From an optimization exercise on the open Yosys and OpenROAD flow, aimed at small area and a short achievable clock period; shortcuts taken in it are not production practice.
The RTL was checked by simulation tests, not by an equivalence proof against the original design.

$ cat flow/flow/run.sh
#!/bin/bash
set -e
export BUFFER_PORTS_ARGS="-buffer_cell sky130_fd_sc_hd__buf_1"
bash standard.sh > standard.log 2>&1
$ cat flow/standard.sh
#!/bin/bash
# synth_recipe.tcl (not shown) runs the flow's synth.tcl, then flattens the netlist and writes it again
# the make line also repeats each setting of config.mk as NAME=value (left out here)
make -C /OpenROAD-flow-scripts/flow DESIGN_CONFIG=/design/flow/config.mk WORK_HOME=/design/flow/orfs CLKGATE_MAP_FILE= SYNTH_SCRIPT=/design/flow/synth_recipe.tcl "${@:-finish}"
$ cat flow/config.mk
export PLATFORM = sky130hd
export DESIGN_NAME = intt4point
export DESIGN_NICKNAME = intt4point
export VERILOG_FILES = /design/flow/design.v
export SDC_FILE = /design/flow/constraint.sdc
export NUM_CORES = 4
export LEC_CHECK = 0
export CAP_MARGIN = 20
export CORE_MARGIN = 2
export CORE_UTILIZATION = 40
export SLEW_MARGIN = 20
export SYNTH_HIERARCHICAL = 1
export SYNTH_MINIMUM_KEEP_SIZE = 0
$ cat flow/constraint.sdc
create_clock -name core_clock -period 110.0 [get_ports {clk}]
set_input_delay 22.0000 -clock core_clock [delete_from_list [all_inputs] [get_ports {clk}]]
set_output_delay 22.0000 -clock core_clock [all_outputs]
set_load 0.01 [all_outputs]
$ cat flow/design.v
module intt4point(
    input clk, rst,
    input [15:0] in0, in1, in2, in3,
    output [15:0] out0, out1, out2, out3
);
  wire [12:0] z0, z1, z2, z3;
  reg [14:0] rs0;
  reg [14:0] rs2;
  reg [13:0] rb;
  reg [13:0] rd;
  wire [12:0] g0 = in0[12:0] & {13{~rst}};
  wire [12:0] g1 = in1[12:0] & {13{~rst}};
  wire [12:0] g2 = in2[12:0] & {13{~rst}};
  wire [12:0] g3 = in3[12:0] & {13{~rst}};
  wire s1, c2;
  ha_m us1 (.a(g0[0]), .b(g2[0]), .s(s1), .co(c2));
  wire s3, c4;
  fa_m us3 (.a(g0[1]), .b(g2[1]), .c(c2), .s(s3), .co(c4));
  wire s5, c6;
  fa_m us5 (.a(g0[2]), .b(g2[2]), .c(c4), .s(s5), .co(c6));
  wire s7, c8;
  fa_m us7 (.a(g0[3]), .b(g2[3]), .c(c6), .s(s7), .co(c8));
  wire s9, c10;
  fa_m us9 (.a(g0[4]), .b(g2[4]), .c(c8), .s(s9), .co(c10));
  wire s11, c12;
  fa_m us11 (.a(g0[5]), .b(g2[5]), .c(c10), .s(s11), .co(c12));
  wire s13, c14;
  fa_m us13 (.a(g0[6]), .b(g2[6]), .c(c12), .s(s13), .co(c14));
  wire s15, c16;
  fa_m us15 (.a(g0[7]), .b(g2[7]), .c(c14), .s(s15), .co(c16));
  wire s17, c18;
  fa_m us17 (.a(g0[8]), .b(g2[8]), .c(c16), .s(s17), .co(c18));
  wire s19, c20;
  fa_m us19 (.a(g0[9]), .b(g2[9]), .c(c18), .s(s19), .co(c20));
  wire s21, c22;
  fa_m us21 (.a(g0[10]), .b(g2[10]), .c(c20), .s(s21), .co(c22));
  wire s23, c24;
  fa_m us23 (.a(g0[11]), .b(g2[11]), .c(c22), .s(s23), .co(c24));
  wire s25, c26;
  fa_m us25 (.a(g0[12]), .b(g2[12]), .c(c24), .s(s25), .co(c26));
  wire s27, c28;
  ha_m us27 (.a(g1[0]), .b(g3[0]), .s(s27), .co(c28));
  wire s29, c30;
  fa_m us29 (.a(g1[1]), .b(g3[1]), .c(c28), .s(s29), .co(c30));
  wire s31, c32;
  fa_m us31 (.a(g1[2]), .b(g3[2]), .c(c30), .s(s31), .co(c32));
  wire s33, c34;
  fa_m us33 (.a(g1[3]), .b(g3[3]), .c(c32), .s(s33), .co(c34));
  wire s35, c36;
  fa_m us35 (.a(g1[4]), .b(g3[4]), .c(c34), .s(s35), .co(c36));
  wire s37, c38;
  fa_m us37 (.a(g1[5]), .b(g3[5]), .c(c36), .s(s37), .co(c38));
  wire s39, c40;
  fa_m us39 (.a(g1[6]), .b(g3[6]), .c(c38), .s(s39), .co(c40));
  wire s41, c42;
  fa_m us41 (.a(g1[7]), .b(g3[7]), .c(c40), .s(s41), .co(c42));
  wire s43, c44;
  fa_m us43 (.a(g1[8]), .b(g3[8]), .c(c42), .s(s43), .co(c44));
  wire s45, c46;
  fa_m us45 (.a(g1[9]), .b(g3[9]), .c(c44), .s(s45), .co(c46));
  wire s47, c48;
  fa_m us47 (.a(g1[10]), .b(g3[10]), .c(c46), .s(s47), .co(c48));
  wire s49, c50;
  fa_m us49 (.a(g1[11]), .b(g3[11]), .c(c48), .s(s49), .co(c50));
  wire s51, c52;
  fa_m us51 (.a(g1[12]), .b(g3[12]), .c(c50), .s(s51), .co(c52));
  wire i53 = ~g2[0];
  wire s54, c55;
  xn_m us54 (.a(g0[0]), .b(i53), .y(s54));
  or_m uc55 (.a(g0[0]), .b(i53), .y(c55));
  wire i56 = ~g2[1];
  wire s57, c58;
  fa_m us57 (.a(g0[1]), .b(i56), .c(c55), .s(s57), .co(c58));
  wire i59 = ~g2[2];
  wire s60, c61;
  fa_m us60 (.a(g0[2]), .b(i59), .c(c58), .s(s60), .co(c61));
  wire i62 = ~g2[3];
  wire s63, c64;
  fa_m us63 (.a(g0[3]), .b(i62), .c(c61), .s(s63), .co(c64));
  wire i65 = ~g2[4];
  wire s66, c67;
  fa_m us66 (.a(g0[4]), .b(i65), .c(c64), .s(s66), .co(c67));
  wire i68 = ~g2[5];
  wire s69, c70;
  fa_m us69 (.a(g0[5]), .b(i68), .c(c67), .s(s69), .co(c70));
  wire i71 = ~g2[6];
  wire s72, c73;
  fa_m us72 (.a(g0[6]), .b(i71), .c(c70), .s(s72), .co(c73));
  wire i74 = ~g2[7];
  wire s75, c76;
  fa_m us75 (.a(g0[7]), .b(i74), .c(c73), .s(s75), .co(c76));
  wire i77 = ~g2[8];
  wire s78, c79;
  fa_m us78 (.a(g0[8]), .b(i77), .c(c76), .s(s78), .co(c79));
  wire i80 = ~g2[9];
  wire s81, c82;
  fa_m us81 (.a(g0[9]), .b(i80), .c(c79), .s(s81), .co(c82));
  wire i83 = ~g2[10];
  wire s84, c85;
  fa_m us84 (.a(g0[10]), .b(i83), .c(c82), .s(s84), .co(c85));
  wire i86 = ~g2[11];
  wire s87, c88;
  fa_m us87 (.a(g0[11]), .b(i86), .c(c85), .s(s87), .co(c88));
  wire i89 = ~g2[12];
  wire s90, c91;
  fa_m us90 (.a(g0[12]), .b(i89), .c(c88), .s(s90), .co(c91));
  wire i92 = ~g3[0];
  wire s93, c94;
  xn_m us93 (.a(g1[0]), .b(i92), .y(s93));
  or_m uc94 (.a(g1[0]), .b(i92), .y(c94));
  wire i95 = ~g3[1];
  wire s96, c97;
  fa_m us96 (.a(g1[1]), .b(i95), .c(c94), .s(s96), .co(c97));
  wire i98 = ~g3[2];
  wire s99, c100;
  fa_m us99 (.a(g1[2]), .b(i98), .c(c97), .s(s99), .co(c100));
  wire i101 = ~g3[3];
  wire s102, c103;
  fa_m us102 (.a(g1[3]), .b(i101), .c(c100), .s(s102), .co(c103));
  wire i104 = ~g3[4];
  wire s105, c106;
  fa_m us105 (.a(g1[4]), .b(i104), .c(c103), .s(s105), .co(c106));
  wire i107 = ~g3[5];
  wire s108, c109;
  fa_m us108 (.a(g1[5]), .b(i107), .c(c106), .s(s108), .co(c109));
  wire i110 = ~g3[6];
  wire s111, c112;
  fa_m us111 (.a(g1[6]), .b(i110), .c(c109), .s(s111), .co(c112));
  wire i113 = ~g3[7];
  wire s114, c115;
  fa_m us114 (.a(g1[7]), .b(i113), .c(c112), .s(s114), .co(c115));
  wire i116 = ~g3[8];
  wire s117, c118;
  fa_m us117 (.a(g1[8]), .b(i116), .c(c115), .s(s117), .co(c118));
  wire i119 = ~g3[9];
  wire s120, c121;
  fa_m us120 (.a(g1[9]), .b(i119), .c(c118), .s(s120), .co(c121));
  wire i122 = ~g3[10];
  wire s123, c124;
  fa_m us123 (.a(g1[10]), .b(i122), .c(c121), .s(s123), .co(c124));
  wire i125 = ~g3[11];
  wire s126, c127;
  fa_m us126 (.a(g1[11]), .b(i125), .c(c124), .s(s126), .co(c127));
  wire i128 = ~g3[12];
  wire s129, c130;
  fa_m us129 (.a(g1[12]), .b(i128), .c(c127), .s(s129), .co(c130));
  wire s131, c132;
  ha_m us131 (.a(s1), .b(s27), .s(s131), .co(c132));
  wire s133, c134;
  fa_m us133 (.a(s3), .b(s29), .c(c132), .s(s133), .co(c134));
  wire s135, c136;
  fa_m us135 (.a(s5), .b(s31), .c(c134), .s(s135), .co(c136));
  wire s137, c138;
  fa_m us137 (.a(s7), .b(s33), .c(c136), .s(s137), .co(c138));
  wire s139, c140;
  fa_m us139 (.a(s9), .b(s35), .c(c138), .s(s139), .co(c140));
  wire s141, c142;
  fa_m us141 (.a(s11), .b(s37), .c(c140), .s(s141), .co(c142));
  wire s143, c144;
  fa_m us143 (.a(s13), .b(s39), .c(c142), .s(s143), .co(c144));
  wire s145, c146;
  fa_m us145 (.a(s15), .b(s41), .c(c144), .s(s145), .co(c146));
  wire s147, c148;
  fa_m us147 (.a(s17), .b(s43), .c(c146), .s(s147), .co(c148));
  wire s149, c150;
  fa_m us149 (.a(s19), .b(s45), .c(c148), .s(s149), .co(c150));
  wire s151, c152;
  fa_m us151 (.a(s21), .b(s47), .c(c150), .s(s151), .co(c152));
  wire s153, c154;
  fa_m us153 (.a(s23), .b(s49), .c(c152), .s(s153), .co(c154));
  wire s155, c156;
  fa_m us155 (.a(s25), .b(s51), .c(c154), .s(s155), .co(c156));
  wire s157, c158;
  fa_m us157 (.a(c26), .b(c52), .c(c156), .s(s157), .co(c158));
  wire i159 = ~s27;
  wire s160, c161;
  xn_m us160 (.a(s1), .b(i159), .y(s160));
  or_m uc161 (.a(s1), .b(i159), .y(c161));
  wire i162 = ~s29;
  wire s163, c164;
  fa_m us163 (.a(s3), .b(i162), .c(c161), .s(s163), .co(c164));
  wire i165 = ~s31;
  wire s166, c167;
  fa_m us166 (.a(s5), .b(i165), .c(c164), .s(s166), .co(c167));
  wire i168 = ~s33;
  wire s169, c170;
  fa_m us169 (.a(s7), .b(i168), .c(c167), .s(s169), .co(c170));
  wire i171 = ~s35;
  wire s172, c173;
  fa_m us172 (.a(s9), .b(i171), .c(c170), .s(s172), .co(c173));
  wire i174 = ~s37;
  wire s175, c176;
  fa_m us175 (.a(s11), .b(i174), .c(c173), .s(s175), .co(c176));
  wire i177 = ~s39;
  wire s178, c179;
  fa_m us178 (.a(s13), .b(i177), .c(c176), .s(s178), .co(c179));
  wire i180 = ~s41;
  wire s181, c182;
  fa_m us181 (.a(s15), .b(i180), .c(c179), .s(s181), .co(c182));
  wire i183 = ~s43;
  wire s184, c185;
  fa_m us184 (.a(s17), .b(i183), .c(c182), .s(s184), .co(c185));
  wire i186 = ~s45;
  wire s187, c188;
  fa_m us187 (.a(s19), .b(i186), .c(c185), .s(s187), .co(c188));
  wire i189 = ~s47;
  wire s190, c191;
  fa_m us190 (.a(s21), .b(i189), .c(c188), .s(s190), .co(c191));
  wire i192 = ~s49;
  wire s193, c194;
  fa_m us193 (.a(s23), .b(i192), .c(c191), .s(s193), .co(c194));
  wire i195 = ~s51;
  wire s196, c197;
  fa_m us196 (.a(s25), .b(i195), .c(c194), .s(s196), .co(c197));
  wire i198 = ~c52;
  wire s199, c200;
  fa_m us199 (.a(c26), .b(i198), .c(c197), .s(s199), .co(c200));
  wire [14:0] rs0_d = {c158, s157, s155, s153, s151, s149, s147, s145, s143, s141, s139, s137, s135, s133, s131};
  wire [14:0] rs2_d = {c200, s199, s196, s193, s190, s187, s184, s181, s178, s175, s172, s169, s166, s163, s160};
  wire [13:0] rb_d = {c91, s90, s87, s84, s81, s78, s75, s72, s69, s66, s63, s60, s57, s54};
  wire [13:0] rd_d = {c130, s129, s126, s123, s120, s117, s114, s111, s108, s105, s102, s99, s96, s93};
  wire i201 = ~rs0[1];
  wire s202, c203;
  ha_m us202 (.a(i201), .b(rs0[14]), .s(s202), .co(c203));
  wire s204, c205;
  ha_m us204 (.a(rs0[0]), .b(rs0[9]), .s(s204), .co(c205));
  wire s206, c207;
  fa_m us206 (.a(rs0[1]), .b(rs0[10]), .c(c205), .s(s206), .co(c207));
  wire s208, c209;
  ha_m us208 (.a(rs0[11]), .b(c207), .s(s208), .co(c209));
  wire s210, c211;
  ha_m us210 (.a(rs0[12]), .b(c209), .s(s210), .co(c211));
  wire s212, c213;
  fa_m us212 (.a(rs0[13]), .b(rs0[0]), .c(c211), .s(s212), .co(c213));
  wire i214 = ~rs0[0];
  wire s215, c216;
  fa_m us215 (.a(i214), .b(s202), .c(c213), .s(s215), .co(c216));
  wire s217, c218;
  xn_m us217 (.a(c203), .b(c216), .y(s217));
  or_m uc218 (.a(c203), .b(c216), .y(c218));
  wire [12:0] w219 = {s215, s212, s210, s208, s206, s204, rs0[8], rs0[7], rs0[6], rs0[5], rs0[4], rs0[3], rs0[2]};
  assign z0 = s217 ? w219 + 13'd7681 : w219;
  wire i220 = ~rs2[1];
  wire s221, c222;
  xn_m us221 (.a(i220), .b(rs2[14]), .y(s221));
  or_m uc222 (.a(i220), .b(rs2[14]), .y(c222));
  wire i223 = ~rs2[7];
  wire s224, c225;
  ha_m us224 (.a(i223), .b(rs2[5]), .s(s224), .co(c225));
  wire s226, c227;
  ha_m us226 (.a(rs2[2]), .b(rs2[8]), .s(s226), .co(c227));
  wire s228, c229;
  fa_m us228 (.a(rs2[6]), .b(c225), .c(c222), .s(s228), .co(c229));
  wire s230, c231;
  fa_m us230 (.a(rs2[3]), .b(rs2[9]), .c(rs2[0]), .s(s230), .co(c231));
  wire s232, c233;
  fa_m us232 (.a(i223), .b(c227), .c(s230), .s(s232), .co(c233));
  wire s234, c235;
  fa_m us234 (.a(rs2[4]), .b(rs2[10]), .c(rs2[1]), .s(s234), .co(c235));
  wire s236, c237;
  fa_m us236 (.a(c231), .b(s234), .c(c233), .s(s236), .co(c237));
  wire s238, c239;
  fa_m us238 (.a(rs2[2]), .b(rs2[5]), .c(rs2[11]), .s(s238), .co(c239));
  wire i240 = ~c235;
  wire s241, c242;
  fa_m us241 (.a(rs2[0]), .b(rs2[9]), .c(i240), .s(s241), .co(c242));
  wire i243 = ~s238;
  wire s244, c245;
  ha_m us244 (.a(i243), .b(s241), .s(s244), .co(c245));
  wire s246, c247;
  fa_m us246 (.a(rs2[3]), .b(rs2[6]), .c(rs2[12]), .s(s246), .co(c247));
  wire s248, c249;
  fa_m us248 (.a(rs2[1]), .b(rs2[10]), .c(c242), .s(s248), .co(c249));
  wire i250 = ~c245;
  wire s251, c252;
  fa_m us251 (.a(c239), .b(s246), .c(i250), .s(s251), .co(c252));
  wire s253, c254;
  fa_m us253 (.a(rs2[2]), .b(rs2[11]), .c(rs2[0]), .s(s253), .co(c254));
  wire s255, c256;
  fa_m us255 (.a(rs2[4]), .b(rs2[7]), .c(rs2[13]), .s(s255), .co(c256));
  wire i257 = ~s253;
  wire s258, c259;
  fa_m us258 (.a(c247), .b(i257), .c(s255), .s(s258), .co(c259));
  wire i260 = ~s258;
  wire s261, c262;
  ha_m us261 (.a(i260), .b(c249), .s(s261), .co(c262));
  wire s263, c264;
  xn_m us263 (.a(rs2[3]), .b(rs2[12]), .y(s263));
  or_m uc264 (.a(rs2[3]), .b(rs2[12]), .y(c264));
  wire s265, c266;
  fa_m us265 (.a(rs2[5]), .b(rs2[8]), .c(rs2[14]), .s(s265), .co(c266));
  wire s267, c268;
  fa_m us267 (.a(rs2[1]), .b(c254), .c(s263), .s(s267), .co(c268));
  wire s269, c270;
  fa_m us269 (.a(c256), .b(s265), .c(c259), .s(s269), .co(c270));
  wire i271 = ~s269;
  wire s272, c273;
  ha_m us272 (.a(s267), .b(i271), .s(s272), .co(c273));
  wire s274, c275;
  ha_m us274 (.a(rs2[0]), .b(rs2[9]), .s(s274), .co(c275));
  wire s276, c277;
  fa_m us276 (.a(rs2[2]), .b(rs2[4]), .c(rs2[13]), .s(s276), .co(c277));
  wire s278, c279;
  fa_m us278 (.a(rs2[0]), .b(rs2[6]), .c(c266), .s(s278), .co(c279));
  wire s280, c281;
  fa_m us280 (.a(c264), .b(s276), .c(c268), .s(s280), .co(c281));
  wire s282, c283;
  fa_m us282 (.a(s274), .b(s278), .c(c270), .s(s282), .co(c283));
  wire s284, c285;
  ha_m us284 (.a(s280), .b(c273), .s(s284), .co(c285));
  wire s286, c287;
  fa_m us286 (.a(rs2[1]), .b(rs2[10]), .c(c275), .s(s286), .co(c287));
  wire s288, c289;
  fa_m us288 (.a(rs2[3]), .b(c277), .c(c281), .s(s288), .co(c289));
  wire s290, c291;
  fa_m us290 (.a(c279), .b(s286), .c(c283), .s(s290), .co(c291));
  wire s292, c293;
  ha_m us292 (.a(s288), .b(c285), .s(s292), .co(c293));
  wire i294 = ~rs2[4];
  wire s295, c296;
  fa_m us295 (.a(rs2[2]), .b(rs2[11]), .c(i294), .s(s295), .co(c296));
  wire s297, c298;
  fa_m us297 (.a(s295), .b(c287), .c(c291), .s(s297), .co(c298));
  wire s299, c300;
  ha_m us299 (.a(c289), .b(c293), .s(s299), .co(c300));
  wire s301, c302;
  fa_m us301 (.a(rs2[3]), .b(rs2[12]), .c(c296), .s(s301), .co(c302));
  wire i303 = ~s301;
  wire s304, c305;
  fa_m us304 (.a(rs2[5]), .b(i303), .c(c300), .s(s304), .co(c305));
  wire i306 = ~rs2[0];
  wire s307, c308;
  fa_m us307 (.a(i306), .b(rs2[4]), .c(rs2[13]), .s(s307), .co(c308));
  wire i309 = ~rs2[6];
  wire s310, c311;
  fa_m us310 (.a(i309), .b(s307), .c(c302), .s(s310), .co(c311));
  wire s312, c313;
  ha_m us312 (.a(s221), .b(s224), .s(s312), .co(c313));
  wire i314 = ~s226;
  wire s315, c316;
  fa_m us315 (.a(i314), .b(s228), .c(c313), .s(s315), .co(c316));
  wire i317 = ~s232;
  wire s318, c319;
  fa_m us318 (.a(c229), .b(i317), .c(c316), .s(s318), .co(c319));
  wire i320 = ~s236;
  wire s321, c322;
  fa_m us321 (.a(rs2[8]), .b(i320), .c(c319), .s(s321), .co(c322));
  wire i323 = ~c237;
  wire s324, c325;
  fa_m us324 (.a(i323), .b(s244), .c(c322), .s(s324), .co(c325));
  wire i326 = ~s251;
  wire s327, c328;
  xn_m us327 (.a(s248), .b(i326), .y(s327));
  or_m uc328 (.a(s248), .b(i326), .y(c328));
  wire i329 = ~c252;
  wire s330, c331;
  ha_m us330 (.a(i329), .b(s261), .s(s330), .co(c331));
  wire s332, c333;
  ha_m us332 (.a(c262), .b(s272), .s(s332), .co(c333));
  wire i334 = ~s282;
  wire s335, c336;
  ha_m us335 (.a(i334), .b(s284), .s(s335), .co(c336));
  wire s337, c338;
  fa_m us337 (.a(s312), .b(s292), .c(c336), .s(s337), .co(c338));
  wire s339, c340;
  fa_m us339 (.a(s315), .b(s299), .c(c338), .s(s339), .co(c340));
  wire s341, c342;
  fa_m us341 (.a(s318), .b(s304), .c(c340), .s(s341), .co(c342));
  wire s343, c344;
  fa_m us343 (.a(s321), .b(c305), .c(c342), .s(s343), .co(c344));
  wire s345, c346;
  ha_m us345 (.a(c308), .b(s312), .s(s345), .co(c346));
  wire i347 = ~s324;
  wire s348, c349;
  fa_m us348 (.a(s345), .b(c311), .c(i347), .s(s348), .co(c349));
  wire s350, c351;
  ha_m us350 (.a(c346), .b(s315), .s(s350), .co(c351));
  wire s352, c353;
  ha_m us352 (.a(c325), .b(s327), .s(s352), .co(c353));
  wire s354, c355;
  fa_m us354 (.a(c328), .b(s330), .c(c353), .s(s354), .co(c355));
  wire s356, c357;
  fa_m us356 (.a(c331), .b(s332), .c(c355), .s(s356), .co(c357));
  wire s358, c359;
  fa_m us358 (.a(c333), .b(s335), .c(c357), .s(s358), .co(c359));
  wire i360 = ~s290;
  wire s361, c362;
  fa_m us361 (.a(i360), .b(s337), .c(c359), .s(s361), .co(c362));
  wire i363 = ~s297;
  wire s364, c365;
  fa_m us364 (.a(i363), .b(s339), .c(c362), .s(s364), .co(c365));
  wire i366 = ~c298;
  wire s367, c368;
  fa_m us367 (.a(i366), .b(s341), .c(c365), .s(s367), .co(c368));
  wire i369 = ~s310;
  wire s370, c371;
  fa_m us370 (.a(i369), .b(s343), .c(c368), .s(s370), .co(c371));
  wire i372 = ~s348;
  wire s373, c374;
  fa_m us373 (.a(c344), .b(i372), .c(c371), .s(s373), .co(c374));
  wire i375 = ~c374;
  wire s376, c377;
  fa_m us376 (.a(c349), .b(s350), .c(i375), .s(s376), .co(c377));
  wire s378, c379;
  fa_m us378 (.a(s318), .b(c351), .c(c377), .s(s378), .co(c379));
  wire s380, c381;
  ha_m us380 (.a(s321), .b(c379), .s(s380), .co(c381));
  wire s382, c383;
  ha_m us382 (.a(s324), .b(c381), .s(s382), .co(c383));
  wire i384 = ~s376;
  wire i385 = ~s378;
  wire i386 = ~s380;
  wire i387 = ~s382;
  wire [12:0] w388 = {i387, i386, i385, i384, s373, s370, s367, s364, s361, s358, s356, s354, s352};
  assign z2 = c383 ? w388 + 13'd7681 : w388;
  wire s389, c390;
  ha_m us389 (.a(rb[4]), .b(rb[0]), .s(s389), .co(c390));
  wire s391, c392;
  fa_m us391 (.a(rb[5]), .b(rb[1]), .c(c390), .s(s391), .co(c392));
  wire s393, c394;
  ha_m us393 (.a(rb[6]), .b(rb[2]), .s(s393), .co(c394));
  wire s395, c396;
  fa_m us395 (.a(rb[0]), .b(s393), .c(c392), .s(s395), .co(c396));
  wire s397, c398;
  fa_m us397 (.a(rb[7]), .b(rb[3]), .c(rb[1]), .s(s397), .co(c398));
  wire i399 = ~c394;
  wire s400, c401;
  fa_m us400 (.a(rd[9]), .b(rd[0]), .c(i399), .s(s400), .co(c401));
  wire i402 = ~s397;
  wire s403, c404;
  ha_m us403 (.a(i402), .b(s400), .s(s403), .co(c404));
  wire s405, c406;
  fa_m us405 (.a(rb[8]), .b(rb[4]), .c(rb[2]), .s(s405), .co(c406));
  wire s407, c408;
  fa_m us407 (.a(rd[10]), .b(rd[1]), .c(c401), .s(s407), .co(c408));
  wire i409 = ~c404;
  wire s410, c411;
  fa_m us410 (.a(c398), .b(s405), .c(i409), .s(s410), .co(c411));
  wire s412, c413;
  fa_m us412 (.a(rb[0]), .b(rb[9]), .c(rb[5]), .s(s412), .co(c413));
  wire s414, c415;
  fa_m us414 (.a(rb[3]), .b(rd[0]), .c(c406), .s(s414), .co(c415));
  wire s416, c417;
  fa_m us416 (.a(rd[2]), .b(rd[11]), .c(c408), .s(s416), .co(c417));
  wire s418, c419;
  fa_m us418 (.a(s412), .b(s414), .c(c411), .s(s418), .co(c419));
  wire s420, c421;
  fa_m us420 (.a(rb[1]), .b(rb[10]), .c(rb[6]), .s(s420), .co(c421));
  wire s422, c423;
  fa_m us422 (.a(rb[4]), .b(rb[0]), .c(rd[1]), .s(s422), .co(c423));
  wire s424, c425;
  fa_m us424 (.a(c413), .b(s420), .c(s422), .s(s424), .co(c425));
  wire i426 = ~c415;
  wire s427, c428;
  fa_m us427 (.a(rd[3]), .b(rd[12]), .c(i426), .s(s427), .co(c428));
  wire i429 = ~s424;
  wire s430, c431;
  fa_m us430 (.a(i429), .b(s427), .c(c417), .s(s430), .co(c431));
  wire i432 = ~rb[2];
  wire s433, c434;
  xn_m us433 (.a(i432), .b(rd[4]), .y(s433));
  or_m uc434 (.a(i432), .b(rd[4]), .y(c434));
  wire s435, c436;
  fa_m us435 (.a(rb[11]), .b(rb[7]), .c(rb[5]), .s(s435), .co(c436));
  wire s437, c438;
  fa_m us437 (.a(rb[1]), .b(rd[2]), .c(rd[0]), .s(s437), .co(c438));
  wire s439, c440;
  fa_m us439 (.a(c421), .b(c423), .c(s435), .s(s439), .co(c440));
  wire s441, c442;
  fa_m us441 (.a(s437), .b(c425), .c(s439), .s(s441), .co(c442));
  wire s443, c444;
  fa_m us443 (.a(rd[13]), .b(s433), .c(c428), .s(s443), .co(c444));
  wire i445 = ~s441;
  wire s446, c447;
  ha_m us446 (.a(i445), .b(s443), .s(s446), .co(c447));
  wire s448, c449;
  fa_m us448 (.a(rb[12]), .b(rb[8]), .c(rb[6]), .s(s448), .co(c449));
  wire s450, c451;
  fa_m us450 (.a(rb[2]), .b(rd[3]), .c(rd[1]), .s(s450), .co(c451));
  wire s452, c453;
  fa_m us452 (.a(c436), .b(c438), .c(s448), .s(s452), .co(c453));
  wire s454, c455;
  fa_m us454 (.a(s450), .b(c440), .c(s452), .s(s454), .co(c455));
  wire s456, c457;
  fa_m us456 (.a(c434), .b(c444), .c(c447), .s(s456), .co(c457));
  wire s458, c459;
  xn_m us458 (.a(c442), .b(s454), .y(s458));
  or_m uc459 (.a(c442), .b(s454), .y(c459));
  wire i460 = ~rd[2];
  wire s461, c462;
  xn_m us461 (.a(rb[0]), .b(i460), .y(s461));
  or_m uc462 (.a(rb[0]), .b(i460), .y(c462));
  wire s463, c464;
  fa_m us463 (.a(rb[13]), .b(rb[9]), .c(rb[7]), .s(s463), .co(c464));
  wire s465, c466;
  fa_m us465 (.a(rb[3]), .b(rd[4]), .c(c449), .s(s465), .co(c466));
  wire s467, c468;
  fa_m us467 (.a(c451), .b(s463), .c(c453), .s(s467), .co(c468));
  wire s469, c470;
  fa_m us469 (.a(s465), .b(c455), .c(s467), .s(s469), .co(c470));
  wire i471 = ~s461;
  wire s472, c473;
  fa_m us472 (.a(i471), .b(c459), .c(s469), .s(s472), .co(c473));
  wire i474 = ~rd[3];
  wire s475, c476;
  xn_m us475 (.a(rb[1]), .b(i474), .y(s475));
  or_m uc476 (.a(rb[1]), .b(i474), .y(c476));
  wire s477, c478;
  fa_m us477 (.a(rb[10]), .b(rb[8]), .c(rb[4]), .s(s477), .co(c478));
  wire s479, c480;
  fa_m us479 (.a(rd[5]), .b(c464), .c(s477), .s(s479), .co(c480));
  wire s481, c482;
  fa_m us481 (.a(c466), .b(s479), .c(c468), .s(s481), .co(c482));
  wire s483, c484;
  fa_m us483 (.a(s481), .b(c470), .c(c473), .s(s483), .co(c484));
  wire s485, c486;
  ha_m us485 (.a(c462), .b(s475), .s(s485), .co(c486));
  wire i487 = ~rd[4];
  wire s488, c489;
  xn_m us488 (.a(rb[2]), .b(i487), .y(s488));
  or_m uc489 (.a(rb[2]), .b(i487), .y(c489));
  wire s490, c491;
  fa_m us490 (.a(rb[11]), .b(rb[9]), .c(rb[5]), .s(s490), .co(c491));
  wire s492, c493;
  fa_m us492 (.a(rd[6]), .b(c478), .c(s490), .s(s492), .co(c493));
  wire s494, c495;
  fa_m us494 (.a(c476), .b(s488), .c(c486), .s(s494), .co(c495));
  wire s496, c497;
  fa_m us496 (.a(c480), .b(s492), .c(c482), .s(s496), .co(c497));
  wire i498 = ~s496;
  wire s499, c500;
  ha_m us499 (.a(s494), .b(i498), .s(s499), .co(c500));
  wire s501, c502;
  ha_m us501 (.a(rb[12]), .b(rb[10]), .s(s501), .co(c502));
  wire s503, c504;
  fa_m us503 (.a(rb[6]), .b(rd[7]), .c(c491), .s(s503), .co(c504));
  wire s505, c506;
  fa_m us505 (.a(s501), .b(c493), .c(s503), .s(s505), .co(c506));
  wire i507 = ~s505;
  wire s508, c509;
  fa_m us508 (.a(c489), .b(c495), .c(i507), .s(s508), .co(c509));
  wire i510 = ~c497;
  wire s511, c512;
  ha_m us511 (.a(s508), .b(i510), .s(s511), .co(c512));
  wire s513, c514;
  ha_m us513 (.a(rb[13]), .b(rb[11]), .s(s513), .co(c514));
  wire s515, c516;
  fa_m us515 (.a(rb[7]), .b(rd[8]), .c(c502), .s(s515), .co(c516));
  wire s517, c518;
  fa_m us517 (.a(s513), .b(c504), .c(s515), .s(s517), .co(c518));
  wire i519 = ~c509;
  wire s520, c521;
  fa_m us520 (.a(c506), .b(s517), .c(i519), .s(s520), .co(c521));
  wire s522, c523;
  fa_m us522 (.a(rb[12]), .b(rb[8]), .c(rd[9]), .s(s522), .co(c523));
  wire s524, c525;
  fa_m us524 (.a(c514), .b(s522), .c(c516), .s(s524), .co(c525));
  wire s526, c527;
  xn_m us526 (.a(c518), .b(s524), .y(s526));
  or_m uc527 (.a(c518), .b(s524), .y(c527));
  wire s528, c529;
  fa_m us528 (.a(rb[13]), .b(rb[9]), .c(rd[10]), .s(s528), .co(c529));
  wire s530, c531;
  fa_m us530 (.a(c523), .b(s528), .c(c525), .s(s530), .co(c531));
  wire s532, c533;
  ha_m us532 (.a(rb[10]), .b(rd[11]), .s(s532), .co(c533));
  wire s534, c535;
  xn_m us534 (.a(c529), .b(s532), .y(s534));
  or_m uc535 (.a(c529), .b(s532), .y(c535));
  wire s536, c537;
  ha_m us536 (.a(rb[11]), .b(rd[12]), .s(s536), .co(c537));
  wire s538, c539;
  xn_m us538 (.a(c533), .b(s536), .y(s538));
  or_m uc539 (.a(c533), .b(s536), .y(c539));
  wire s540, c541;
  fa_m us540 (.a(rb[12]), .b(rd[13]), .c(c537), .s(s540), .co(c541));
  wire i542 = ~rb[3];
  wire s543, c544;
  ha_m us543 (.a(i542), .b(rd[5]), .s(s543), .co(c544));
  wire i545 = ~s389;
  wire s546, c547;
  fa_m us546 (.a(rd[6]), .b(i545), .c(c544), .s(s546), .co(c547));
  wire i548 = ~s391;
  wire s549, c550;
  fa_m us549 (.a(rd[7]), .b(i548), .c(c547), .s(s549), .co(c550));
  wire i551 = ~s395;
  wire s552, c553;
  fa_m us552 (.a(rd[8]), .b(i551), .c(c550), .s(s552), .co(c553));
  wire i554 = ~c396;
  wire s555, c556;
  fa_m us555 (.a(i554), .b(s403), .c(c553), .s(s555), .co(c556));
  wire i557 = ~s410;
  wire s558, c559;
  fa_m us558 (.a(s407), .b(i557), .c(c556), .s(s558), .co(c559));
  wire i560 = ~s418;
  wire s561, c562;
  fa_m us561 (.a(s416), .b(i560), .c(c559), .s(s561), .co(c562));
  wire i563 = ~c419;
  wire s564, c565;
  fa_m us564 (.a(i563), .b(s430), .c(c562), .s(s564), .co(c565));
  wire s566, c567;
  xn_m us566 (.a(s446), .b(c431), .y(s566));
  or_m uc567 (.a(s446), .b(c431), .y(c567));
  wire s568, c569;
  fa_m us568 (.a(s543), .b(s456), .c(c567), .s(s568), .co(c569));
  wire s570, c571;
  fa_m us570 (.a(s546), .b(c457), .c(c569), .s(s570), .co(c571));
  wire s572, c573;
  fa_m us572 (.a(s485), .b(s549), .c(c571), .s(s572), .co(c573));
  wire i574 = ~c484;
  wire s575, c576;
  fa_m us575 (.a(s552), .b(s499), .c(i574), .s(s575), .co(c576));
  wire i577 = ~s543;
  wire s578, c579;
  xn_m us578 (.a(i577), .b(s555), .y(s578));
  or_m uc579 (.a(i577), .b(s555), .y(c579));
  wire s580, c581;
  fa_m us580 (.a(s511), .b(c500), .c(s578), .s(s580), .co(c581));
  wire s582, c583;
  fa_m us582 (.a(c512), .b(s558), .c(c579), .s(s582), .co(c583));
  wire i584 = ~c581;
  wire s585, c586;
  fa_m us585 (.a(s546), .b(s520), .c(i584), .s(s585), .co(c586));
  wire s587, c588;
  fa_m us587 (.a(s549), .b(s526), .c(c521), .s(s587), .co(c588));
  wire i589 = ~s587;
  wire s590, c591;
  fa_m us590 (.a(i589), .b(s561), .c(c583), .s(s590), .co(c591));
  wire s592, c593;
  fa_m us592 (.a(c527), .b(s530), .c(s552), .s(s592), .co(c593));
  wire i594 = ~s564;
  wire s595, c596;
  fa_m us595 (.a(s592), .b(c588), .c(i594), .s(s595), .co(c596));
  wire s597, c598;
  ha_m us597 (.a(s534), .b(c531), .s(s597), .co(c598));
  wire s599, c600;
  fa_m us599 (.a(s597), .b(s555), .c(c593), .s(s599), .co(c600));
  wire s601, c602;
  ha_m us601 (.a(c535), .b(s538), .s(s601), .co(c602));
  wire s603, c604;
  fa_m us603 (.a(s601), .b(c598), .c(s558), .s(s603), .co(c604));
  wire s605, c606;
  ha_m us605 (.a(c539), .b(s540), .s(s605), .co(c606));
  wire s607, c608;
  fa_m us607 (.a(c602), .b(s605), .c(s561), .s(s607), .co(c608));
  wire s609, c610;
  ha_m us609 (.a(rb[13]), .b(c541), .s(s609), .co(c610));
  wire s611, c612;
  fa_m us611 (.a(c606), .b(s609), .c(s564), .s(s611), .co(c612));
  wire s613, c614;
  ha_m us613 (.a(c565), .b(s566), .s(s613), .co(c614));
  wire i615 = ~s458;
  wire s616, c617;
  fa_m us616 (.a(i615), .b(s568), .c(c614), .s(s616), .co(c617));
  wire i618 = ~s472;
  wire s619, c620;
  fa_m us619 (.a(i618), .b(s570), .c(c617), .s(s619), .co(c620));
  wire i621 = ~s483;
  wire s622, c623;
  fa_m us622 (.a(i621), .b(s572), .c(c620), .s(s622), .co(c623));
  wire s624, c625;
  fa_m us624 (.a(c573), .b(s575), .c(c623), .s(s624), .co(c625));
  wire s626, c627;
  fa_m us626 (.a(c576), .b(s580), .c(c625), .s(s626), .co(c627));
  wire i628 = ~s585;
  wire s629, c630;
  fa_m us629 (.a(s582), .b(i628), .c(c627), .s(s629), .co(c630));
  wire i631 = ~c586;
  wire s632, c633;
  fa_m us632 (.a(i631), .b(s590), .c(c630), .s(s632), .co(c633));
  wire i634 = ~s595;
  wire s635, c636;
  fa_m us635 (.a(c591), .b(i634), .c(c633), .s(s635), .co(c636));
  wire i637 = ~c636;
  wire s638, c639;
  fa_m us638 (.a(c596), .b(s599), .c(i637), .s(s638), .co(c639));
  wire s640, c641;
  fa_m us640 (.a(c600), .b(s603), .c(c639), .s(s640), .co(c641));
  wire s642, c643;
  fa_m us642 (.a(c604), .b(s607), .c(c641), .s(s642), .co(c643));
  wire s644, c645;
  fa_m us644 (.a(c608), .b(s611), .c(c643), .s(s644), .co(c645));
  wire s646, c647;
  fa_m us646 (.a(c610), .b(c612), .c(c645), .s(s646), .co(c647));
  wire [14:0] w648 = {c647, ~s646, ~s644, ~s642, ~s640, ~s638, s635, s632, s629, s626, s624, s622, s619, s616, s613};
  wire i649 = ~c647;
  wire n650 = i649 & (w648[13:0] >= 14'd7681);
  wire n651 = c647 | n650;
  wire i652 = ~s638;
  wire i653 = ~s640;
  wire i654 = ~s642;
  wire i655 = ~s644;
  wire [12:0] w656 = {i655, i654, i653, i652, s635, s632, s629, s626, s624, s622, s619, s616, s613};
  assign z1 = c647 ? w656 + 13'd7681 : (n650 ? w656 + 13'd511 : w656);
  wire s657, c658;
  xn_m us657 (.a(rb[6]), .b(i487), .y(s657));
  or_m uc658 (.a(rb[6]), .b(i487), .y(c658));
  wire i659 = ~rb[7];
  wire s660, c661;
  fa_m us660 (.a(i659), .b(rd[5]), .c(rd[1]), .s(s660), .co(c661));
  wire i662 = ~rd[6];
  wire s663, c664;
  xn_m us663 (.a(rb[8]), .b(i662), .y(s663));
  or_m uc664 (.a(rb[8]), .b(i662), .y(c664));
  wire s665, c666;
  fa_m us665 (.a(rd[2]), .b(rd[0]), .c(c661), .s(s665), .co(c666));
  wire s667, c668;
  fa_m us667 (.a(rd[7]), .b(rd[3]), .c(rd[1]), .s(s667), .co(c668));
  wire s669, c670;
  fa_m us669 (.a(rb[0]), .b(rb[9]), .c(c664), .s(s669), .co(c670));
  wire s671, c672;
  xn_m us671 (.a(s667), .b(c666), .y(s671));
  or_m uc672 (.a(s667), .b(c666), .y(c672));
  wire s673, c674;
  fa_m us673 (.a(rd[8]), .b(rd[4]), .c(rd[2]), .s(s673), .co(c674));
  wire s675, c676;
  fa_m us675 (.a(rb[1]), .b(rb[10]), .c(c670), .s(s675), .co(c676));
  wire s677, c678;
  fa_m us677 (.a(c668), .b(s673), .c(c672), .s(s677), .co(c678));
  wire s679, c680;
  fa_m us679 (.a(rd[0]), .b(rb[0]), .c(rd[9]), .s(s679), .co(c680));
  wire s681, c682;
  fa_m us681 (.a(rd[5]), .b(rd[3]), .c(c674), .s(s681), .co(c682));
  wire s683, c684;
  fa_m us683 (.a(rb[2]), .b(rb[11]), .c(c676), .s(s683), .co(c684));
  wire s685, c686;
  fa_m us685 (.a(s679), .b(s681), .c(c678), .s(s685), .co(c686));
  wire s687, c688;
  fa_m us687 (.a(rd[1]), .b(rb[1]), .c(rd[10]), .s(s687), .co(c688));
  wire s689, c690;
  fa_m us689 (.a(rd[6]), .b(rd[4]), .c(rd[0]), .s(s689), .co(c690));
  wire s691, c692;
  fa_m us691 (.a(c680), .b(s687), .c(s689), .s(s691), .co(c692));
  wire i693 = ~c682;
  wire s694, c695;
  fa_m us694 (.a(rb[3]), .b(rb[12]), .c(i693), .s(s694), .co(c695));
  wire i696 = ~s691;
  wire s697, c698;
  fa_m us697 (.a(i696), .b(s694), .c(c684), .s(s697), .co(c698));
  wire i699 = ~rb[0];
  wire s700, c701;
  xn_m us700 (.a(i699), .b(rb[13]), .y(s700));
  or_m uc701 (.a(i699), .b(rb[13]), .y(c701));
  wire s702, c703;
  fa_m us702 (.a(rb[2]), .b(rd[11]), .c(rd[7]), .s(s702), .co(c703));
  wire s704, c705;
  fa_m us704 (.a(rd[5]), .b(rd[1]), .c(rd[2]), .s(s704), .co(c705));
  wire s706, c707;
  fa_m us706 (.a(c688), .b(c690), .c(s702), .s(s706), .co(c707));
  wire s708, c709;
  fa_m us708 (.a(s704), .b(c692), .c(s706), .s(s708), .co(c709));
  wire s710, c711;
  fa_m us710 (.a(rb[4]), .b(s700), .c(c695), .s(s710), .co(c711));
  wire i712 = ~s708;
  wire s713, c714;
  ha_m us713 (.a(i712), .b(s710), .s(s713), .co(c714));
  wire s715, c716;
  fa_m us715 (.a(rb[1]), .b(rb[3]), .c(rd[12]), .s(s715), .co(c716));
  wire s717, c718;
  fa_m us717 (.a(rd[8]), .b(rd[6]), .c(rd[2]), .s(s717), .co(c718));
  wire s719, c720;
  fa_m us719 (.a(c703), .b(c705), .c(s715), .s(s719), .co(c720));
  wire s721, c722;
  fa_m us721 (.a(s717), .b(c707), .c(s719), .s(s721), .co(c722));
  wire s723, c724;
  fa_m us723 (.a(c701), .b(c711), .c(c714), .s(s723), .co(c724));
  wire s725, c726;
  xn_m us725 (.a(c709), .b(s721), .y(s725));
  or_m uc726 (.a(c709), .b(s721), .y(c726));
  wire s727, c728;
  xn_m us727 (.a(i432), .b(rd[0]), .y(s727));
  or_m uc728 (.a(i432), .b(rd[0]), .y(c728));
  wire s729, c730;
  fa_m us729 (.a(rb[4]), .b(rd[13]), .c(rd[9]), .s(s729), .co(c730));
  wire s731, c732;
  fa_m us731 (.a(rd[7]), .b(rd[3]), .c(c716), .s(s731), .co(c732));
  wire s733, c734;
  fa_m us733 (.a(c718), .b(s729), .c(c720), .s(s733), .co(c734));
  wire s735, c736;
  fa_m us735 (.a(s731), .b(c722), .c(s733), .s(s735), .co(c736));
  wire i737 = ~s727;
  wire s738, c739;
  fa_m us738 (.a(i737), .b(c726), .c(s735), .s(s738), .co(c739));
  wire s740, c741;
  xn_m us740 (.a(i542), .b(rd[1]), .y(s740));
  or_m uc741 (.a(i542), .b(rd[1]), .y(c741));
  wire s742, c743;
  fa_m us742 (.a(rb[5]), .b(rd[10]), .c(rd[8]), .s(s742), .co(c743));
  wire s744, c745;
  fa_m us744 (.a(rd[4]), .b(c730), .c(s742), .s(s744), .co(c745));
  wire s746, c747;
  fa_m us746 (.a(c732), .b(s744), .c(c734), .s(s746), .co(c747));
  wire s748, c749;
  fa_m us748 (.a(s746), .b(c736), .c(c739), .s(s748), .co(c749));
  wire s750, c751;
  ha_m us750 (.a(c728), .b(s740), .s(s750), .co(c751));
  wire i752 = ~rb[4];
  wire s753, c754;
  xn_m us753 (.a(i752), .b(rd[2]), .y(s753));
  or_m uc754 (.a(i752), .b(rd[2]), .y(c754));
  wire s755, c756;
  fa_m us755 (.a(rb[6]), .b(rd[11]), .c(rd[9]), .s(s755), .co(c756));
  wire s757, c758;
  fa_m us757 (.a(rd[5]), .b(c743), .c(s755), .s(s757), .co(c758));
  wire s759, c760;
  fa_m us759 (.a(c741), .b(s753), .c(c751), .s(s759), .co(c760));
  wire s761, c762;
  fa_m us761 (.a(c745), .b(s757), .c(c747), .s(s761), .co(c762));
  wire i763 = ~s761;
  wire s764, c765;
  ha_m us764 (.a(s759), .b(i763), .s(s764), .co(c765));
  wire s766, c767;
  ha_m us766 (.a(rb[7]), .b(rd[12]), .s(s766), .co(c767));
  wire s768, c769;
  fa_m us768 (.a(rd[10]), .b(rd[6]), .c(c756), .s(s768), .co(c769));
  wire s770, c771;
  fa_m us770 (.a(s766), .b(c758), .c(s768), .s(s770), .co(c771));
  wire i772 = ~s770;
  wire s773, c774;
  fa_m us773 (.a(c754), .b(c760), .c(i772), .s(s773), .co(c774));
  wire i775 = ~c762;
  wire s776, c777;
  ha_m us776 (.a(s773), .b(i775), .s(s776), .co(c777));
  wire s778, c779;
  ha_m us778 (.a(rb[8]), .b(rd[13]), .s(s778), .co(c779));
  wire s780, c781;
  fa_m us780 (.a(rd[11]), .b(rd[7]), .c(c767), .s(s780), .co(c781));
  wire s782, c783;
  fa_m us782 (.a(s778), .b(c769), .c(s780), .s(s782), .co(c783));
  wire i784 = ~c774;
  wire s785, c786;
  fa_m us785 (.a(c771), .b(s782), .c(i784), .s(s785), .co(c786));
  wire s787, c788;
  fa_m us787 (.a(rb[9]), .b(rd[12]), .c(rd[8]), .s(s787), .co(c788));
  wire s789, c790;
  fa_m us789 (.a(c779), .b(s787), .c(c781), .s(s789), .co(c790));
  wire s791, c792;
  xn_m us791 (.a(c783), .b(s789), .y(s791));
  or_m uc792 (.a(c783), .b(s789), .y(c792));
  wire s793, c794;
  fa_m us793 (.a(rb[10]), .b(rd[13]), .c(rd[9]), .s(s793), .co(c794));
  wire s795, c796;
  fa_m us795 (.a(c788), .b(s793), .c(c790), .s(s795), .co(c796));
  wire s797, c798;
  ha_m us797 (.a(rb[11]), .b(rd[10]), .s(s797), .co(c798));
  wire s799, c800;
  xn_m us799 (.a(c794), .b(s797), .y(s799));
  or_m uc800 (.a(c794), .b(s797), .y(c800));
  wire s801, c802;
  ha_m us801 (.a(rb[12]), .b(rd[11]), .s(s801), .co(c802));
  wire s803, c804;
  xn_m us803 (.a(c798), .b(s801), .y(s803));
  or_m uc804 (.a(c798), .b(s801), .y(c804));
  wire s805, c806;
  fa_m us805 (.a(rb[13]), .b(rd[12]), .c(c802), .s(s805), .co(c806));
  wire s807, c808;
  ha_m us807 (.a(rb[5]), .b(i474), .s(s807), .co(c808));
  wire i809 = ~rd[0];
  wire s810, c811;
  fa_m us810 (.a(i809), .b(s657), .c(c808), .s(s810), .co(c811));
  wire i812 = ~s660;
  wire s813, c814;
  fa_m us813 (.a(c658), .b(i812), .c(c811), .s(s813), .co(c814));
  wire i815 = ~s665;
  wire s816, c817;
  fa_m us816 (.a(s663), .b(i815), .c(c814), .s(s816), .co(c817));
  wire i818 = ~s671;
  wire s819, c820;
  fa_m us819 (.a(s669), .b(i818), .c(c817), .s(s819), .co(c820));
  wire i821 = ~s677;
  wire s822, c823;
  fa_m us822 (.a(s675), .b(i821), .c(c820), .s(s822), .co(c823));
  wire i824 = ~s685;
  wire s825, c826;
  fa_m us825 (.a(s683), .b(i824), .c(c823), .s(s825), .co(c826));
  wire i827 = ~c686;
  wire s828, c829;
  fa_m us828 (.a(i827), .b(s697), .c(c826), .s(s828), .co(c829));
  wire s830, c831;
  xn_m us830 (.a(s713), .b(c698), .y(s830));
  or_m uc831 (.a(s713), .b(c698), .y(c831));
  wire s832, c833;
  fa_m us832 (.a(s807), .b(s723), .c(c831), .s(s832), .co(c833));
  wire s834, c835;
  fa_m us834 (.a(s810), .b(c724), .c(c833), .s(s834), .co(c835));
  wire s836, c837;
  fa_m us836 (.a(s750), .b(s813), .c(c835), .s(s836), .co(c837));
  wire i838 = ~c749;
  wire s839, c840;
  fa_m us839 (.a(s816), .b(s764), .c(i838), .s(s839), .co(c840));
  wire i841 = ~s807;
  wire s842, c843;
  xn_m us842 (.a(i841), .b(s819), .y(s842));
  or_m uc843 (.a(i841), .b(s819), .y(c843));
  wire s844, c845;
  fa_m us844 (.a(s776), .b(c765), .c(s842), .s(s844), .co(c845));
  wire s846, c847;
  fa_m us846 (.a(c777), .b(s822), .c(c843), .s(s846), .co(c847));
  wire i848 = ~c845;
  wire s849, c850;
  fa_m us849 (.a(s810), .b(s785), .c(i848), .s(s849), .co(c850));
  wire s851, c852;
  fa_m us851 (.a(s813), .b(s791), .c(c786), .s(s851), .co(c852));
  wire i853 = ~s851;
  wire s854, c855;
  fa_m us854 (.a(i853), .b(s825), .c(c847), .s(s854), .co(c855));
  wire s856, c857;
  fa_m us856 (.a(c792), .b(s795), .c(s816), .s(s856), .co(c857));
  wire i858 = ~s828;
  wire s859, c860;
  fa_m us859 (.a(s856), .b(c852), .c(i858), .s(s859), .co(c860));
  wire s861, c862;
  ha_m us861 (.a(s799), .b(c796), .s(s861), .co(c862));
  wire s863, c864;
  fa_m us863 (.a(s861), .b(s819), .c(c857), .s(s863), .co(c864));
  wire s865, c866;
  ha_m us865 (.a(c800), .b(s803), .s(s865), .co(c866));
  wire s867, c868;
  fa_m us867 (.a(s865), .b(c862), .c(s822), .s(s867), .co(c868));
  wire s869, c870;
  ha_m us869 (.a(c804), .b(s805), .s(s869), .co(c870));
  wire s871, c872;
  fa_m us871 (.a(c866), .b(s869), .c(s825), .s(s871), .co(c872));
  wire s873, c874;
  ha_m us873 (.a(rd[13]), .b(c806), .s(s873), .co(c874));
  wire s875, c876;
  fa_m us875 (.a(c870), .b(s873), .c(s828), .s(s875), .co(c876));
  wire s877, c878;
  ha_m us877 (.a(c829), .b(s830), .s(s877), .co(c878));
  wire i879 = ~s725;
  wire s880, c881;
  fa_m us880 (.a(i879), .b(s832), .c(c878), .s(s880), .co(c881));
  wire i882 = ~s738;
  wire s883, c884;
  fa_m us883 (.a(i882), .b(s834), .c(c881), .s(s883), .co(c884));
  wire i885 = ~s748;
  wire s886, c887;
  fa_m us886 (.a(i885), .b(s836), .c(c884), .s(s886), .co(c887));
  wire s888, c889;
  fa_m us888 (.a(c837), .b(s839), .c(c887), .s(s888), .co(c889));
  wire s890, c891;
  fa_m us890 (.a(c840), .b(s844), .c(c889), .s(s890), .co(c891));
  wire i892 = ~s849;
  wire s893, c894;
  fa_m us893 (.a(s846), .b(i892), .c(c891), .s(s893), .co(c894));
  wire i895 = ~c850;
  wire s896, c897;
  fa_m us896 (.a(i895), .b(s854), .c(c894), .s(s896), .co(c897));
  wire i898 = ~s859;
  wire s899, c900;
  fa_m us899 (.a(c855), .b(i898), .c(c897), .s(s899), .co(c900));
  wire i901 = ~c900;
  wire s902, c903;
  fa_m us902 (.a(c860), .b(s863), .c(i901), .s(s902), .co(c903));
  wire s904, c905;
  fa_m us904 (.a(c864), .b(s867), .c(c903), .s(s904), .co(c905));
  wire s906, c907;
  fa_m us906 (.a(c868), .b(s871), .c(c905), .s(s906), .co(c907));
  wire s908, c909;
  fa_m us908 (.a(c872), .b(s875), .c(c907), .s(s908), .co(c909));
  wire s910, c911;
  fa_m us910 (.a(c874), .b(c876), .c(c909), .s(s910), .co(c911));
  wire [14:0] w912 = {c911, ~s910, ~s908, ~s906, ~s904, ~s902, s899, s896, s893, s890, s888, s886, s883, s880, s877};
  wire i913 = ~c911;
  wire n914 = i913 & (w912[13:0] >= 14'd7681);
  wire n915 = c911 | n914;
  wire i916 = ~s902;
  wire i917 = ~s904;
  wire i918 = ~s906;
  wire i919 = ~s908;
  wire [12:0] w920 = {i919, i918, i917, i916, s899, s896, s893, s890, s888, s886, s883, s880, s877};
  assign z3 = c911 ? w920 + 13'd7681 : (n914 ? w920 + 13'd511 : w920);
  always @(posedge clk) begin
    rs0 <= rs0_d;
    rs2 <= rs2_d;
    rb <= rb_d;
    rd <= rd_d;
  end
  assign out0 = {3'b000, z0};
  assign out1 = {3'b000, z1};
  assign out2 = {3'b000, z2};
  assign out3 = {3'b000, z3};
endmodule
module fa_m(input a, b, c, output s, co);
  assign s = a ^ b ^ c;
  assign co = (a & b) | (a & c) | (b & c);
endmodule
module ha_m(input a, b, output s, co);
  assign s = a ^ b;
  assign co = a & b;
endmodule
module xn_m(input a, b, output y);
  assign y = ~(a ^ b);
endmodule
module or_m(input a, b, output y);
  assign y = a | b;
endmodule
==> run summary <==
Timing
The hold violation total from the final report is 0. In the final timing run, aggregate negative setup slack is 0 ns. Hold timing on the final database bottoms out at a slack of 22.04 ns. Setup slack closes at 77.73 ns.

Setup violations remaining at the end of the flow were counted as 0. The maximum clock frequency is 0.0310 GHz. The final period demand of the worst path is 32.27 ns. The slew at the pin closest to its max-slew limit is 0.726 ns. The remaining max-slew budget at the tightest pin is 51.2%. Setup repair after global routing left no endpoint under its margin. The final critical path takes up 29.3% of the cycle.

The number of slew-limit violations in the final report is 0.

Route
The wire length per cell after detailed routing is 17.2 µm. The first TritonRoute pass finished after 4 iterations. In this run the remaining antenna-violating nets after routing total 0.

The overall routed net length is 22.9 mm. The DRC violation total after the first TritonRoute iteration is 267. In the routed design, unresolved DRC markers number 0. The total via count after detailed routing is 6403. Using the TritonRoute via totals, the vias-per-cell ratio works out to 4.81.

Layout
For this run, the post-layout net count is 1418. The finished layout holds 1332 standard cells, fillers aside. The antenna diode instance count is 0. The post-route netlist has 2.71% of its cells at a drive strength greater than 1. The area added between synthesis and finish is 9.65%.

CTS
In this run, post-CTS repair resized a total of 0 instances. The H-tree was split into 3 levels. The clock edge transition at the registers on the reported setup and hold paths is 0.05 ns. TritonCTS built the clock tree. Clock tree synthesis selected as its root buffer the cell sky130_fd_sc_hd__clkbuf_16. Post-CTS timing repair inserted 0 buffers for setup.

Counting along the longest clock path gives a buffer depth of 2. The number of clock sinks seen by CTS is 58. For this design, the CTS-stage hold fixing added 0 buffers. TritonCTS created 9 clock buffers.

Die
Pin placement for this block handled 130 I/O pins. The initialized floorplan defines 59 standard-cell rows. The vertical die dimension is 167 µm. The core region is 26100 µm².

Once the floorplan was initialized, standard cells occupied 40.8% of the core. The width of the die is 167 µm. The die covers 27900 µm².

Critical path
The critical path contains buffers and inverters numbering 3 combined. The critical path is of the register to output pin type. The standard cell with the maximum stage delay on the critical path is sky130_fd_sc_hd__dfxtp_1. The delay of the slowest cell on the worst path is 0.77 ns. In this run the number of cells on the critical path is 29. The launch point of the critical path is rb[0]$_DFF_P_. By instance count, the cell type seen most on the critical path is sky130_fd_sc_hd__fa_1. In this run the worst path has a maximum fanout of 9. The worst setup path is launched from a register.

The most critical setup path has its endpoint at out1[8]. STA puts the critical path data arrival time at 10.27 ns. In this design, the largest share of critical-path delay is due to adder cells. The category of the worst setup path capture point is an output pin.

Data on the critical path is required at its endpoint by 88.00 ns.

Synth
For this run, the register share of the synthesized area comes to 10.9%. The count of different cell masters after synthesis is 52. For this run, the leading register cell type out of synthesis is sky130_fd_sc_hd__dfxtp_1. Sorting the synthesized cells by how often they occur yields 295 x sky130_fd_sc_hd__fa_1, 143 x sky130_fd_sc_hd__inv_1, 64 x sky130_fd_sc_hd__ha_1, 61 x sky130_fd_sc_hd__xnor2_1, 58 x sky130_fd_sc_hd__dfxtp_1. The compound-gate portion of the synthesized area is 3.07%. Summing every instance area after synthesis gives 10600 µm². In this run, synthesis produced a sequential element count of 58. In the post-synthesis netlist, the cell with the most instances is sky130_fd_sc_hd__fa_1.

The number of synthesized flops with an enable pin is 0. By area the synthesized netlist is led by sky130_fd_sc_hd__fa_1 56%, sky130_fd_sc_hd__dfxtp_1 11%, sky130_fd_sc_hd__ha_1 7.5%. The synthesized netlist devotes 63.1% of its cell area to adder and majority cells. The proportion of synthesized area in mux cells is 0.306%.

The area share of the leading cell type in the synthesized netlist is 55.6%. The main combinational cell family by area after synthesis is adder cells. Synthesis produced a netlist whose cell count is 891. The synthesized-area fraction occupied by and/or/nand/nor cells is 9.82%. The proportion of synthesized flip-flops having asynchronous set or reset is 0%. sky130_fd_sc_hd__fa_1 takes more of the synthesized area than any other cell.

The average size of a mapped cell is 11.9 µm². Summing the areas of all xor and xnor instances in the mapped netlist gives 6.35% of the synthesized area. The number of warnings reported in the yosys synthesis log is 7.

Placed design
The instance count after placement with tap cells included is 1317. The count of buffers added on input and output ports is 105. At the end of routability-driven placement, the weighted congestion stood at 0.882. OpenSTA, run right after detailed placement, puts the worst setup slack at 78.11 ns.

Detailed placement finished with a half-perimeter wire length of 20.4 mm.

GRT
The number of global-route vias before repair is 7346. The number of antenna violations at the first check in global routing was 0. The total global-route track usage is 17.7%. The residual overflow from global routing is 0. Entering global routing, the biggest net connects 53 pins. The first global-routing pass estimated 38.1 mm of wire.

Flow run
The number of maximum-capacitance constraint violations is 0.

Outcome
The flow ran to the end and the layout has no timing, DRC or antenna violations.

Min path
The type of the tightest min-delay check is primary input to register.
-- sequential cells by signal, indices dropped and copies added (netlist names) --
signal  cells
rd         14
rs0        15
rs2        15
rb         14
-- per-layer routing --
metal	wire length [µm]	global-route usage, %	up-vias
li1	-	-	2933
met5	0	0	-
met3	1370	4.06	33
met1	9830	23.3	3274
met2	11200	29.9	163
met4	507	4.54	0
-- worst min path at each step --
stage,start,to,slack [ns],cells past startpoint
3_3_place_gp,in2[12],rb[12]$_DFF_P_,22.38,3
4_1_cts,in2[12],rb[12]$_DFF_P_,22.03,3
6_report,in2[12],rb[12]$_DFF_P_,22.04,3
5_1_grt,in0[0],rb[0]$_DFF_P_,22.06,3
2_1_floorplan,in2[0],rb[0]$_DFF_P_,22.21,2
3_5_place_dp,in2[12],rb[12]$_DFF_P_,22.37,3
-- placed cells by master (no fill, tap or decap), types with 16 or more instances in the layout --
cell and count:
sky130_fd_sc_hd__fa_1 295, sky130_fd_sc_hd__inv_1 143, sky130_fd_sc_hd__buf_1 104, sky130_fd_sc_hd__nor2b_1 29, sky130_fd_sc_hd__or2_1 29, sky130_fd_sc_hd__ha_1 64
sky130_fd_sc_hd__xor2_1 16, sky130_fd_sc_hd__nand2_1 24, sky130_fd_sc_hd__nand2b_1 27, sky130_fd_sc_hd__nor2_1 20, sky130_fd_sc_hd__dfxtp_1 58, sky130_fd_sc_hd__xnor2_1 61
-- Yosys stat by module (local to each module, per instance) --
module / area, µm² / copies in the design
fa_m: 20.0 / 295
ha_m: 12.5 / 56
intt4point: 3580 / 1
or_m: 6.26 / 29
xn_m: 8.76 / 30
-- stage by stage --
stage / area (µm²) / util [%]
2_1_floorplan: 10700 / -
3_3_place_gp: 11300 / 43.5
5_1_grt: 11700 / 44.7
4_1_cts: 11700 / 44.7
6_report: 11700 / 44.7
3_5_place_dp: 11300 / 43.5
-- final cells by class --
cell class / instances / area [µm²]
clock inverter: 2 / 35.0
fill: 2465 / 14400
multi-input combinational: 675 / 8830
clock buffer: 13 / 270
timing repair buffer: 106 / 403
sequential: 58 / 1160
tap: 335 / 419
inverter: 143 / 537
-- cells by family (layout without fill, tap and decap cells) --
kind of cell,count (synthesis),count (layout)
AND/OR/NAND/NOR,183,183
multiplexers,3,3
buffers and inverters,169,264
adder cells (fa/ha/maj),359,359
flip-flops,58,58
XOR/XNOR,77,77
other,1,12
AO/OA/AOI/OAI,41,41

## re-timing with driven ports
How much do the figures lean on ideal ports? The routed layout below was timed once more, with nothing changed but the port constraints.
Step 1 (the two cells are an assumption about what drives the block):
set clk [get_ports {clk}]
set_driving_cell -lib_cell sky130_fd_sc_hd__clkbuf_16 $clk
set_driving_cell -lib_cell sky130_fd_sc_hd__buf_2 [delete_from_list [all_inputs] $clk]
Step 2, shift: input delay + t, output delay - t, t = (earliest + latest rising clock arrival at the registers) / 2. This alone moves slack from input paths to output paths.
Three values: ideal ports, drivers, drivers and shift; two values: the first two.
shift t [ns]: 0.360
setup slack, ns: 77.733 / 77.694 / 78.055
worst setup path after step 2: register to output
worst data-port slew with drivers (ns): 0.08
After both steps this run still meets setup and hold. The setup slack of this run moves by -0.039 ns with the drivers and by +0.322 ns with both steps.
